From an optimization exercise on the open Yosys and OpenROAD flow, aimed at small area; shortcuts taken in it are not production practice.
The RTL was checked by simulation tests, not by an equivalence proof against the original design.
The clock input has no modelled driver; a real chip could not lean on it and would need a root buffer or a full tree.
Power figures rest on the tool's default switching activity, not on a simulated workload.

==> run a <==
## testcounter
module testcounter(clk,rst,sw1,sw2,sw3,sw4,teststart,teststop1,teststop2,
                   teststop3,teststop4,led,clkout);
  input clk;
  input rst;
  input sw1;
  input sw2;
  input sw3;
  input sw4;
  output [4:0] led;
  output teststart;
  output teststop1;
  output teststop2;
  output teststop3;
  output teststop4;
  output clkout;
  localparam [11:0] DB_RST  = 12'h1b7;
  localparam [11:0] DB_LOAD = 12'h275;
  reg [11:0] q1;
  reg [11:0] q2;
  wire [11:0] shift1 = q1 ^ DB_RST;
  wire [11:0] shift2 = q2 ^ DB_RST;
  wire z1 = ~|shift1[10:0];
  wire z2 = ~|shift2[10:0];
  wire fb1 = (shift1[11] ^ shift1[7] ^ shift1[1] ^ shift1[0]) & ~z1;
  wire fb2 = (shift2[11] ^ shift2[7] ^ shift2[1] ^ shift2[0]) & ~z2;
  wire sw3_sync = shift1[11] & z1;
  wire sw2_sync = shift2[11] & z2;
  always @(posedge clk or posedge rst)
    if (rst)       q1 <= 12'd0;
    else if (~sw3) q1 <= DB_LOAD ^ DB_RST;
    else           q1 <= {shift1[10:0], fb1} ^ DB_RST;
  always @(posedge clk or posedge rst)
  ...
==> module testcounter, before the edit <==
module testcounter(clk,rst,sw1,sw2,sw3,sw4,teststart,teststop1,teststop2,
                   teststop3,teststop4,led,clkout);
  input clk;
  input rst;
  input sw1;
  input sw2;
  input sw3;
  input sw4;
  output [4:0] led;
  output teststart;
  output teststop1;
  output teststop2;
  output teststop3;
  output teststop4;
  output clkout;
  localparam [11:0] DB_RST  = 12'h1b7;
  localparam [11:0] DB_LOAD = 12'h275;
  reg [11:0] q1;
  reg [11:0] q2;
  wire [11:0] shift1 = q1 ^ DB_RST;
  wire [11:0] shift2 = q2 ^ DB_RST;
  wire z1 = ~|shift1[10:0];
  wire z2 = ~|shift2[10:0];
  wire fb1 = (shift1[11] ^ shift1[7] ^ shift1[1] ^ shift1[0]) & ~z1;
  wire fb2 = (shift2[11] ^ shift2[7] ^ shift2[1] ^ shift2[0]) & ~z2;
  wire sw3_sync = shift1[11] & z1;
  wire sw2_sync = shift2[11] & z2;
  always @(posedge clk or posedge rst)
    if (rst)       q1 <= 12'd0;
    else if (~sw3) q1 <= DB_LOAD ^ DB_RST;
    else           q1 <= {shift1[10:0], fb1} ^ DB_RST;
  always @(posedge clk or posedge rst)
    if (rst)       q2 <= 12'd0;
    else if (~sw2) q2 <= DB_LOAD ^ DB_RST;
    else           q2 <= {shift2[10:0], fb2} ^ DB_RST;
  reg trig_pulse;
  reg [1:0] q;
  reg [21:0] test1;
  wire bump = ~trig_pulse & q[1] & q[0] & ~test1[20];
  wire [17:0] lo_nx = {1'b0, test1[16:0]} + {17'd0, ~(test1[21] & test1[20])};
  always @(posedge clk or posedge rst)
    if (rst) test1 <= 22'd0;
    else if (trig_pulse) begin
      test1[16:0]  <= 17'd0;
      test1[21:17] <= (q[1] & q[0]) ? test1[21:17] : 5'd0;
    end else begin
      test1[16:0]  <= lo_nx[16:0];
      test1[21:17] <= test1[21:17] + {4'd0, lo_nx[17] | bump};
    end
  wire masked = q[1];
  wire [4:0] hi = masked ? 5'd0 : test1[21:17];
  wire [21:0] t = {hi, test1[16:0]};
  wire time_5sec = test1[16] & test1[15];
  always @(posedge clk or posedge rst)
    if (rst) begin
      trig_pulse <= 1'b0;
      q <= 2'b00;
    end else
      case ({trig_pulse, q})
        3'b001:  {trig_pulse, q} <= sw4 ? 3'b100 : 3'b101;            
        3'b010:  {trig_pulse, q} <= time_5sec ? 3'b011 : 3'b010;      
        3'b011:  {trig_pulse, q} <= test1[20] ? 3'b110 : 3'b111;      
        3'b101, 3'b111: {trig_pulse, q} <= 3'b010;                    
        default: {trig_pulse, q} <= sw3_sync ? 3'b001 : 3'b000;       
      endcase
  reg [2:0] cnt;
  always @(negedge clk or posedge rst)
    if (rst)             cnt <= 3'd0;
    else if (cnt == 3'd5) cnt <= 3'd0;
    else if (sw2_sync)   cnt <= cnt + 3'd1;
  reg [21:0] value;
  always @(*)
    case ({~sw1, cnt})
      4'd0:  value = 22'd25;
      4'd1:  value = 22'd125;
      4'd2:  value = 22'd250;
      4'd3:  value = 22'd1250;
      4'd4:  value = 22'd2250;
      4'd8:  value = 22'd25000;
      4'd9:  value = 22'd125000;
      4'd10: value = 22'd250000;
      4'd11: value = 22'd1250000;
      4'd12: value = 22'd2250000;
      default: value = 22'd25;
    endcase
  reg teststart1;
  reg teststop;
  wire [21:0] start_pt = teststart1 ? 22'd90 : 22'd80;
  wire [21:0] stop_pt  = value + (teststop ? 22'd90 : 22'd80);
  always @(negedge clk or posedge rst)
    if (rst) teststart1 <= 1'b0;
    else     teststart1 <= teststart1 ^ (t == start_pt);
  always @(negedge clk or posedge rst)
    if (rst) teststop <= 1'b0;
    else     teststop <= teststop ^ (t == stop_pt);
  assign clkout    = trig_pulse;
  assign teststart = teststart1;
  assign teststop1 = teststop;
  assign teststop2 = teststop;
  assign teststop3 = teststop;
  assign teststop4 = teststop;
  wire blank = ~trig_pulse & q[1] & test1[14];
  assign led[0] = ((cnt == 3'd0) | (cnt == 3'd5)) & ~blank;
  assign led[1] = (cnt == 3'd1) & ~blank;
  assign led[2] = (cnt == 3'd2) & ~blank;
  assign led[3] = (cnt == 3'd3) & ~blank;
  assign led[4] = (cnt == 3'd4) & ~blank;
endmodule
==> flow/config.mk <==
export PLATFORM = sky130hd
export DESIGN_NAME = testcounter
export DESIGN_NICKNAME = testcounter
export VERILOG_FILES = /design/flow/design.v
export SDC_FILE = /design/flow/constraint.sdc
export NUM_CORES = 4
export LEC_CHECK = 0
export CAP_MARGIN = 20
export CORE_MARGIN = 2
export CORE_UTILIZATION = 85
export PLACE_DENSITY = 0.92
export SLEW_MARGIN = 20
==> flow/constraint.sdc <==
create_clock -name core_clock -period 20.0 [get_ports {clk}]
set_input_delay 4.0000 -clock core_clock [delete_from_list [all_inputs] [get_ports {clk}]]
set_output_delay 4.0000 -clock core_clock [all_outputs]
set_load 0.01 [all_outputs]
standard.sh (not shown) runs the stock make flow with config.mk's settings and CLKGATE_MAP_FILE= SYNTH_SCRIPT=/design/flow/synth_recipe.tcl, a recipe that flattens the netlist after the stock synthesis.
==> flow/flow/run.sh <==
#!/bin/bash
# Layout flow:
#  1. the standard synthesis (standard.sh synth);
#  2. a second run of the same ORFS synthesis script in a separate folder,
#     without the adder-extraction step and with an area-oriented ABC script;
#     used only if its flip-flops are exactly the standard synthesis's
#     (same instance names and cells);
#  3. the combinational gates of each netlist mapped again with several ABC
#     scripts, flip-flops left as they are; the smallest result is kept;
#  4. the standard ORFS floorplan and placement, with minimum-size port buffers;
#  5. ORFS's CTS step with TritonCTS replaced by a small clock tree: the clock
#     port drives a few clock buffers, each driving one cluster of flip-flops;
#  6. the standard ORFS flow from global routing to finish.
# Each tool's output goes to a log_*.txt file in the work folder.
set -euo pipefail
W=$(pwd)
F=$W/flow
R=$W/orfs/results/$FLOW_PLATFORM/testcounter/base
LIB=$FLOW_HOME/platforms/$FLOW_PLATFORM/lib/sky130_fd_sc_hd__tt_025C_1v80.lib
YOSYS=$(command -v yosys || echo "$FLOW_HOME/../tools/install/yosys/bin/yosys")
KNOBS=("BUFFER_PORTS_ARGS=-buffer_cell sky130_fd_sc_hd__buf_1")

bash standard.sh synth > $W/log_synth_std.txt 2>&1
cp $R/1_2_yosys.v $W/synth_std.v

# alternative synthesis
rm -rf $W/scripts_syn $W/orfs_alt
cp -r $FLOW_HOME/scripts $W/scripts_syn
cp $F/synth_area.abc $W/scripts_syn/abc_area.script
( make -C $FLOW_HOME DESIGN_CONFIG=$W/config.mk WORK_HOME=$W/orfs_alt SYNTH_SCRIPT=$W/synth_recipe.tcl \
    SCRIPTS_DIR=$W/scripts_syn ABC_AREA=1 ADDER_MAP_FILE= CLKGATE_MAP_FILE= \
    $W/orfs_alt/results/$FLOW_PLATFORM/testcounter/base/1_2_yosys.v > $W/log_synth_alt.txt 2>&1 || true )
INPUTS=(std)
ALT=$W/orfs_alt/results/$FLOW_PLATFORM/testcounter/base/1_2_yosys.v
if [[ -f $ALT ]]; then
  cp $ALT $W/synth_alt.v
  python3 $F/ffcheck.py $W/synth_std.v $W/synth_alt.v > $W/log_ffcheck_alt.txt 2>&1 || true
  if grep -qx same $W/log_ffcheck_alt.txt; then INPUTS+=(alt); fi
fi

python3 $F/gencells.py $LIB > $W/cellfuncs.v 2> $W/log_gencells.txt
export REMAP_LIB=$LIB REMAP_TOP=$FLOW_TOP REMAP_CELLS=$W/cellfuncs.v
export REMAP_DONT_USE="$(sed -n '/DONT_USE_CELLS/,/^$/p' $FLOW_HOME/platforms/$FLOW_PLATFORM/config.mk | grep -o 'sky130_fd_sc_hd__[a-z0-9_]*' | tr '\n' ' ')"
remap_one() {  # remap_one INPUT SCRIPT
  local n=${1}_$(basename $2 .abc)
  REMAP_IN=$W/synth_$1.v REMAP_ABC=$2 REMAP_STAT=$W/remap_stat_$n.txt REMAP_OUT=$W/synth_remap_$n.v \
    $YOSYS -c $F/remap.tcl > $W/log_remap_$n.txt 2>&1 || true
}
export -f remap_one
export W F YOSYS
for I in "${INPUTS[@]}"; do for A in $F/abc*.abc; do echo "$I $A"; done; done | \
  xargs -P ${NUM_CORES:-4} -L 1 bash -c 'remap_one $0 $1'
best=""; bestarea=""
for f in $W/remap_stat_*.txt; do
  n=$(basename $f .txt); n=${n#remap_stat_}
  a=$(grep -h "Chip area" $f 2>/dev/null | awk '{print $NF}' || true)
  [[ -n "$a" && -f $W/synth_remap_$n.v ]] || continue
  s=$(python3 $F/ffcheck.py $W/synth_std.v $W/synth_remap_$n.v)
  [[ "$s" == same ]] || continue
  if [[ -z "$bestarea" ]] || awk "BEGIN{exit !($a < $bestarea)}"; then best=$n; bestarea=$a; fi
done
echo "remap: inputs ${INPUTS[*]}; best $best area $bestarea" > $W/log_remap_choice.txt
if [[ -n "$best" ]]; then cp $W/synth_remap_$best.v $R/1_2_yosys.v; touch $R/1_2_yosys.v; fi

bash standard.sh "${KNOBS[@]}" place > $W/log_place.txt 2>&1

# CTS step with the manual clock tree in place of clock_tree_synthesis
rm -rf $W/scripts_cts
cp -r $FLOW_HOME/scripts $W/scripts_cts
sed -i 's|^log_cmd clock_tree_synthesis {\*}$cts_args$|source $::env(MANUAL_CTS_TCL)\nset_propagated_clock [all_clocks]|' $W/scripts_cts/cts.tcl
grep -q MANUAL_CTS_TCL $W/scripts_cts/cts.tcl
export MANUAL_CTS_TCL=$F/clocktree.tcl CLKNET_NAME=clk
export CLKBUF_CELL=${CLKBUF_CELL:-sky130_fd_sc_hd__clkbuf_8} CLKBUF_N=${CLKBUF_N:-4}
bash standard.sh "${KNOBS[@]}" SCRIPTS_DIR=$W/scripts_cts do-4_1_cts do-4_cts > $W/log_cts.txt 2>&1

bash standard.sh "${KNOBS[@]}" finish > $W/log_finish.txt 2>&1
Other scripts of this flow, unchanged in this note and not shown: flow/flow/abc1.abc, flow/flow/abc3.abc, flow/flow/abc4.abc, flow/flow/abc5.abc, flow/flow/abc6.abc, flow/flow/clocktree.tcl, flow/flow/ffcheck.py, flow/flow/gencells.py, flow/flow/remap.tcl, flow/flow/synth_area.abc
==> run b: changes against run a <==
==> flow/design.v (replaced) <==
module testcounter(clk,rst,sw1,sw2,sw3,sw4,teststart,teststop1,teststop2,
                   teststop3,teststop4,led,clkout);
  input clk;
  input rst;
  input sw1;
  input sw2;
  input sw3;
  input sw4;
  output [4:0] led;
  output teststart;
  output teststop1;
  output teststop2;
  output teststop3;
  output teststop4;
  output clkout;
  localparam [11:0] DB_RST  = 12'h1b7;
  localparam [11:0] DB_LOAD = 12'h275;
  reg [11:0] q1;
  reg [11:0] q2;
  wire [11:0] shift1 = q1 ^ DB_RST;
  wire [11:0] shift2 = q2 ^ DB_RST;
  wire z1 = ~|shift1[10:0];
  wire z2 = ~|shift2[10:0];
  wire fb1 = (shift1[11] ^ shift1[7] ^ shift1[1] ^ shift1[0]) & ~z1;
  wire fb2 = (shift2[11] ^ shift2[7] ^ shift2[1] ^ shift2[0]) & ~z2;
  wire sw3_sync = shift1[11] & z1;
  wire sw2_sync = shift2[11] & z2;
  always @(posedge clk or posedge rst)
    if (rst)       q1 <= 12'd0;
    else if (~sw3) q1 <= DB_LOAD ^ DB_RST;
    else           q1 <= {shift1[10:0], fb1} ^ DB_RST;
  always @(posedge clk or posedge rst)
    if (rst)       q2 <= 12'd0;
    else if (~sw2) q2 <= DB_LOAD ^ DB_RST;
    else           q2 <= {shift2[10:0], fb2} ^ DB_RST;
  reg trig_pulse;
  reg qm;   
  reg qb;                           
  reg [21:0] test1;
  wire bump = ~trig_pulse & qm & qb & ~test1[20];
  wire lz = ~|test1[2:0];
  wire lwrap = test1[3] & lz;
  wire lfb = test1[3] ^ test1[0] ^ lz;
  wire [13:0] mid_nx = {1'b0, test1[16:4]} + {12'd0, lwrap & ~(test1[21] & test1[20])};
  always @(posedge clk or posedge rst)
    if (rst) test1 <= 22'd0;
    else if (trig_pulse) begin
      test1[16:0]  <= 17'd0;
      test1[21:17] <= (qm & qb) ? test1[21:17] : 5'd0;
    end else begin
      test1[16:0]  <= {mid_nx[12:0], test1[2:0], lfb};
      test1[21:17] <= test1[21:17] + {4'd0, mid_nx[13] | bump};
    end
  wire [4:0] hi = qm ? 5'd0 : test1[21:17];
  wire [21:0] t = {hi, test1[16:0]};
  wire time_5sec = test1[16] & test1[15];
  reg [2:0] ctl_nx;
  always @(*)
    case ({trig_pulse, qm, qb})
      3'b001:  ctl_nx = sw4 ? 3'b100 : 3'b101;            
      3'b010:  ctl_nx = time_5sec ? 3'b011 : 3'b010;      
      3'b011:  ctl_nx = test1[20] ? 3'b110 : 3'b111;      
      3'b101, 3'b111: ctl_nx = 3'b010;                    
      default: ctl_nx = sw3_sync ? 3'b001 : 3'b000;       
    endcase
  always @(posedge clk or posedge rst)
    if (rst) begin
      trig_pulse <= 1'b0;
      qm <= 1'b0;
      qb <= 1'b0;
    end else begin
      trig_pulse <= ctl_nx[2];
      qm <= ctl_nx[1];
      qb <= ctl_nx[0];
    end
  reg [2:0] cnt;
  always @(negedge clk or posedge rst)
    if (rst)             cnt <= 3'd0;
    else if (cnt == 3'd5) cnt <= 3'd0;
    else if (sw2_sync)   cnt <= cnt + 3'd1;
  reg teststart1;
  reg teststop;
  reg [21:0] stop_pt;
  always @(*)
    case ({teststop, ~sw1, cnt})
      5'd0: stop_pt = 22'd107;  
      5'd1: stop_pt = 22'd194;  
      5'd2: stop_pt = 22'd326;  
      5'd3: stop_pt = 22'd1331;  
      5'd4: stop_pt = 22'd2326;  
      5'd5: stop_pt = 22'd107;  
      5'd6: stop_pt = 22'd107;  
      5'd7: stop_pt = 22'd107;  
      5'd8: stop_pt = 22'd25077;  
      5'd9: stop_pt = 22'd125077;  
      5'd10: stop_pt = 22'd250080;  
      5'd11: stop_pt = 22'd1250080;  
      5'd12: stop_pt = 22'd2250080;  
      5'd13: stop_pt = 22'd107;  
      5'd14: stop_pt = 22'd107;  
      5'd15: stop_pt = 22'd107;  
      5'd16: stop_pt = 22'd119;  
      5'd17: stop_pt = 22'd218;  
      5'd18: stop_pt = 22'd351;  
      5'd19: stop_pt = 22'd1337;  
      5'd20: stop_pt = 22'd2351;  
      5'd21: stop_pt = 22'd119;  
      5'd22: stop_pt = 22'd119;  
      5'd23: stop_pt = 22'd119;  
      5'd24: stop_pt = 22'd25091;  
      5'd25: stop_pt = 22'd125091;  
      5'd26: stop_pt = 22'd250086;  
      5'd27: stop_pt = 22'd1250086;  
      5'd28: stop_pt = 22'd2250086;  
      5'd29: stop_pt = 22'd119;  
      5'd30: stop_pt = 22'd119;  
      5'd31: stop_pt = 22'd119;  
    endcase
  wire [21:0] start_pt = teststart1 ? 22'd86 : 22'd80;
  always @(negedge clk or posedge rst)
    if (rst) teststart1 <= 1'b0;
    else     teststart1 <= teststart1 ^ (t == start_pt);
  always @(negedge clk or posedge rst)
    if (rst) teststop <= 1'b0;
    else     teststop <= teststop ^ (t == stop_pt);
  assign clkout    = trig_pulse;
  assign teststart = teststart1;
  assign teststop1 = teststop;
  assign teststop2 = teststop;
  assign teststop3 = teststop;
  assign teststop4 = teststop;
  wire blank = ~trig_pulse & qm & test1[14];
  assign led[0] = ((cnt == 3'd0) | (cnt == 3'd5)) & ~blank;
  assign led[1] = (cnt == 3'd1) & ~blank;
  assign led[2] = (cnt == 3'd2) & ~blank;
  assign led[3] = (cnt == 3'd3) & ~blank;
  assign led[4] = (cnt == 3'd4) & ~blank;
endmodule
--- a/flow/config.mk
+++ b/flow/config.mk
@@ -8,5 +8,5 @@
 export CAP_MARGIN = 20
 export CORE_MARGIN = 2
-export CORE_UTILIZATION = 85
-export PLACE_DENSITY = 0.92
+export CORE_UTILIZATION = 80
+export PLACE_DENSITY = 0.9
 export SLEW_MARGIN = 20
==> run c: changes against run a <==
--- a/flow/design.v
+++ b/flow/design.v
@@ -35,7 +35,8 @@
     else           q2 <= {shift2[10:0], fb2} ^ DB_RST;
   reg trig_pulse;
-  reg [1:0] q;
+  reg qm;   
+  reg qb;                           
   reg [21:0] test1;
-  wire bump = ~trig_pulse & q[1] & q[0] & ~test1[20];
+  wire bump = ~trig_pulse & qm & qb & ~test1[20];
   wire [17:0] lo_nx = {1'b0, test1[16:0]} + {17'd0, ~(test1[21] & test1[20])};
   always @(posedge clk or posedge rst)
@@ -43,25 +44,31 @@
     else if (trig_pulse) begin
       test1[16:0]  <= 17'd0;
-      test1[21:17] <= (q[1] & q[0]) ? test1[21:17] : 5'd0;
+      test1[21:17] <= (qm & qb) ? test1[21:17] : 5'd0;
     end else begin
       test1[16:0]  <= lo_nx[16:0];
       test1[21:17] <= test1[21:17] + {4'd0, lo_nx[17] | bump};
     end
-  wire masked = q[1];
-  wire [4:0] hi = masked ? 5'd0 : test1[21:17];
+  wire [4:0] hi = qm ? 5'd0 : test1[21:17];
   wire [21:0] t = {hi, test1[16:0]};
   wire time_5sec = test1[16] & test1[15];
+  reg [2:0] ctl_nx;
+  always @(*)
+    case ({trig_pulse, qm, qb})
+      3'b001:  ctl_nx = sw4 ? 3'b100 : 3'b101;            
+      3'b010:  ctl_nx = time_5sec ? 3'b011 : 3'b010;      
+      3'b011:  ctl_nx = test1[20] ? 3'b110 : 3'b111;      
+      3'b101, 3'b111: ctl_nx = 3'b010;                    
+      default: ctl_nx = sw3_sync ? 3'b001 : 3'b000;       
+    endcase
   always @(posedge clk or posedge rst)
     if (rst) begin
       trig_pulse <= 1'b0;
-      q <= 2'b00;
-    end else
-      case ({trig_pulse, q})
-        3'b001:  {trig_pulse, q} <= sw4 ? 3'b100 : 3'b101;            
-        3'b010:  {trig_pulse, q} <= time_5sec ? 3'b011 : 3'b010;      
-        3'b011:  {trig_pulse, q} <= test1[20] ? 3'b110 : 3'b111;      
-        3'b101, 3'b111: {trig_pulse, q} <= 3'b010;                    
-        default: {trig_pulse, q} <= sw3_sync ? 3'b001 : 3'b000;       
-      endcase
+      qm <= 1'b0;
+      qb <= 1'b0;
+    end else begin
+      trig_pulse <= ctl_nx[2];
+      qm <= ctl_nx[1];
+      qb <= ctl_nx[0];
+    end
   reg [2:0] cnt;
   always @(negedge clk or posedge rst)
@@ -100,5 +107,5 @@
   assign teststop3 = teststop;
   assign teststop4 = teststop;
-  wire blank = ~trig_pulse & q[1] & test1[14];
+  wire blank = ~trig_pulse & qm & test1[14];
   assign led[0] = ((cnt == 3'd0) | (cnt == 3'd5)) & ~blank;
   assign led[1] = (cnt == 3'd1) & ~blank;
--- a/flow/flow/run.sh
+++ b/flow/flow/run.sh
@@ -7,5 +7,6 @@
 #     (same instance names and cells);
 #  3. the combinational gates of each netlist mapped again with several ABC
-#     scripts, flip-flops left as they are; the smallest result is kept;
+#     scripts, flip-flops left as they are, then the smallest result mapped
+#     again with a few more; the smallest result is kept;
 #  4. the standard ORFS floorplan and placement, with minimum-size port buffers;
 #  5. ORFS's CTS step with TritonCTS replaced by a small clock tree: the clock
@@ -51,14 +52,24 @@
 for I in "${INPUTS[@]}"; do for A in $F/abc*.abc; do echo "$I $A"; done; done | \
   xargs -P ${NUM_CORES:-4} -L 1 bash -c 'remap_one $0 $1'
-best=""; bestarea=""
-for f in $W/remap_stat_*.txt; do
-  n=$(basename $f .txt); n=${n#remap_stat_}
-  a=$(grep -h "Chip area" $f 2>/dev/null | awk '{print $NF}' || true)
-  [[ -n "$a" && -f $W/synth_remap_$n.v ]] || continue
-  s=$(python3 $F/ffcheck.py $W/synth_std.v $W/synth_remap_$n.v)
-  [[ "$s" == same ]] || continue
-  if [[ -z "$bestarea" ]] || awk "BEGIN{exit !($a < $bestarea)}"; then best=$n; bestarea=$a; fi
-done
+pick_best() {  # sets best/bestarea from the remap_stat_*.txt files
+  best=""; bestarea=""
+  for f in $W/remap_stat_*.txt; do
+    n=$(basename $f .txt); n=${n#remap_stat_}
+    a=$(grep -h "Chip area" $f 2>/dev/null | awk '{print $NF}' || true)
+    [[ -n "$a" && -f $W/synth_remap_$n.v ]] || continue
+    s=$(python3 $F/ffcheck.py $W/synth_std.v $W/synth_remap_$n.v)
+    [[ "$s" == same ]] || continue
+    if [[ -z "$bestarea" ]] || awk "BEGIN{exit !($a < $bestarea)}"; then best=$n; bestarea=$a; fi
+  done
+}
+pick_best
 echo "remap: inputs ${INPUTS[*]}; best $best area $bestarea" > $W/log_remap_choice.txt
+# second round: the best netlist mapped again with other ABC seeds
+if [[ -n "$best" ]]; then
+  cp $W/synth_remap_$best.v $W/synth_r1.v
+  for A in $F/again_*.abc; do echo "r1 $A"; done | xargs -P ${NUM_CORES:-4} -L 1 bash -c 'remap_one $0 $1'
+  pick_best
+  echo "round 2: best $best area $bestarea" >> $W/log_remap_choice.txt
+fi
 if [[ -n "$best" ]]; then cp $W/synth_remap_$best.v $R/1_2_yosys.v; touch $R/1_2_yosys.v; fi
 
==> flow/flow/abc7.abc (new file) <==
strash
&get -n
&deepsyn -T 25 -S 21
&put
strash
dch -f
amap
&get -n
&st
&deepsyn -T 25 -S 51
&put
dch -f
amap
==> flow/flow/abc8.abc (new file) <==
strash
&get -n
&deepsyn -T 25 -S 22
&put
strash
dch -f
amap
&get -n
&st
&deepsyn -T 25 -S 52
&put
dch -f
amap
==> flow/flow/again_23.abc (new file) <==
strash
&get -n
&deepsyn -T 25 -S 23
&put
strash
dch -f
amap
&get -n
&st
&deepsyn -T 25 -S 53
&put
dch -f
amap
==> flow/flow/again_24.abc (new file) <==
strash
&get -n
&deepsyn -T 25 -S 24
&put
strash
dch -f
amap
&get -n
&st
&deepsyn -T 25 -S 54
&put
dch -f
amap
==> flow/flow/again_25.abc (new file) <==
strash
&get -n
&deepsyn -T 25 -S 25
&put
strash
dch -f
amap
&get -n
&st
&deepsyn -T 25 -S 55
&put
dch -f
amap
==> flow/flow/again_26.abc (new file) <==
strash
&get -n
&deepsyn -T 25 -S 26
&put
strash
dch -f
amap
&get -n
&st
&deepsyn -T 25 -S 56
&put
dch -f
amap
--- a/flow/config.mk
+++ b/flow/config.mk
@@ -8,5 +8,5 @@
 export CAP_MARGIN = 20
 export CORE_MARGIN = 2
-export CORE_UTILIZATION = 85
-export PLACE_DENSITY = 0.92
+export CORE_UTILIZATION = 80
+export PLACE_DENSITY = 0.9
 export SLEW_MARGIN = 20
==> run d: changes against run a <==
--- a/flow/design.v
+++ b/flow/design.v
@@ -35,7 +35,8 @@
     else           q2 <= {shift2[10:0], fb2} ^ DB_RST;
   reg trig_pulse;
-  reg [1:0] q;
+  reg qm;   
+  reg qb;                           
   reg [21:0] test1;
-  wire bump = ~trig_pulse & q[1] & q[0] & ~test1[20];
+  wire bump = ~trig_pulse & qm & qb & ~test1[20];
   wire [17:0] lo_nx = {1'b0, test1[16:0]} + {17'd0, ~(test1[21] & test1[20])};
   always @(posedge clk or posedge rst)
@@ -43,25 +44,31 @@
     else if (trig_pulse) begin
       test1[16:0]  <= 17'd0;
-      test1[21:17] <= (q[1] & q[0]) ? test1[21:17] : 5'd0;
+      test1[21:17] <= (qm & qb) ? test1[21:17] : 5'd0;
     end else begin
       test1[16:0]  <= lo_nx[16:0];
       test1[21:17] <= test1[21:17] + {4'd0, lo_nx[17] | bump};
     end
-  wire masked = q[1];
-  wire [4:0] hi = masked ? 5'd0 : test1[21:17];
+  wire [4:0] hi = qm ? 5'd0 : test1[21:17];
   wire [21:0] t = {hi, test1[16:0]};
   wire time_5sec = test1[16] & test1[15];
+  reg [2:0] ctl_nx;
+  always @(*)
+    case ({trig_pulse, qm, qb})
+      3'b001:  ctl_nx = sw4 ? 3'b100 : 3'b101;            
+      3'b010:  ctl_nx = time_5sec ? 3'b011 : 3'b010;      
+      3'b011:  ctl_nx = test1[20] ? 3'b110 : 3'b111;      
+      3'b101, 3'b111: ctl_nx = 3'b010;                    
+      default: ctl_nx = sw3_sync ? 3'b001 : 3'b000;       
+    endcase
   always @(posedge clk or posedge rst)
     if (rst) begin
       trig_pulse <= 1'b0;
-      q <= 2'b00;
-    end else
-      case ({trig_pulse, q})
-        3'b001:  {trig_pulse, q} <= sw4 ? 3'b100 : 3'b101;            
-        3'b010:  {trig_pulse, q} <= time_5sec ? 3'b011 : 3'b010;      
-        3'b011:  {trig_pulse, q} <= test1[20] ? 3'b110 : 3'b111;      
-        3'b101, 3'b111: {trig_pulse, q} <= 3'b010;                    
-        default: {trig_pulse, q} <= sw3_sync ? 3'b001 : 3'b000;       
-      endcase
+      qm <= 1'b0;
+      qb <= 1'b0;
+    end else begin
+      trig_pulse <= ctl_nx[2];
+      qm <= ctl_nx[1];
+      qb <= ctl_nx[0];
+    end
   reg [2:0] cnt;
   always @(negedge clk or posedge rst)
@@ -100,5 +107,5 @@
   assign teststop3 = teststop;
   assign teststop4 = teststop;
-  wire blank = ~trig_pulse & q[1] & test1[14];
+  wire blank = ~trig_pulse & qm & test1[14];
   assign led[0] = ((cnt == 3'd0) | (cnt == 3'd5)) & ~blank;
   assign led[1] = (cnt == 3'd1) & ~blank;
--- a/flow/config.mk
+++ b/flow/config.mk
@@ -8,5 +8,5 @@
 export CAP_MARGIN = 20
 export CORE_MARGIN = 2
-export CORE_UTILIZATION = 85
-export PLACE_DENSITY = 0.92
+export CORE_UTILIZATION = 80
+export PLACE_DENSITY = 0.9
 export SLEW_MARGIN = 20
==> notes <==
Run d finished with timing, DRC and antenna clean. Run a finished with timing, DRC and antenna clean. Run c went through all stages and came out clean. Run b completed without violations. The highest power belongs to run b, the lowest to run d. Between run a and run c, the lower sequential power is in run a (gap about 5%, measured against run c). The highest hold slack belongs to run c, the lowest to run a. Register-to-register slack, lowest first: run a, run b, run d, run c. Via count: run b > run a > run c > run d. In run a the worst setup slack is worse than in run c, by 0.11 ns. The highest utilization belongs to run a, the lowest to run c. Critical path depth: run a < run c < run d < run b. Die area, lowest first: run a, run c, run d, run b.
No run of this note takes its clock network from TritonCTS; it comes from the design's own scripts or RTL.
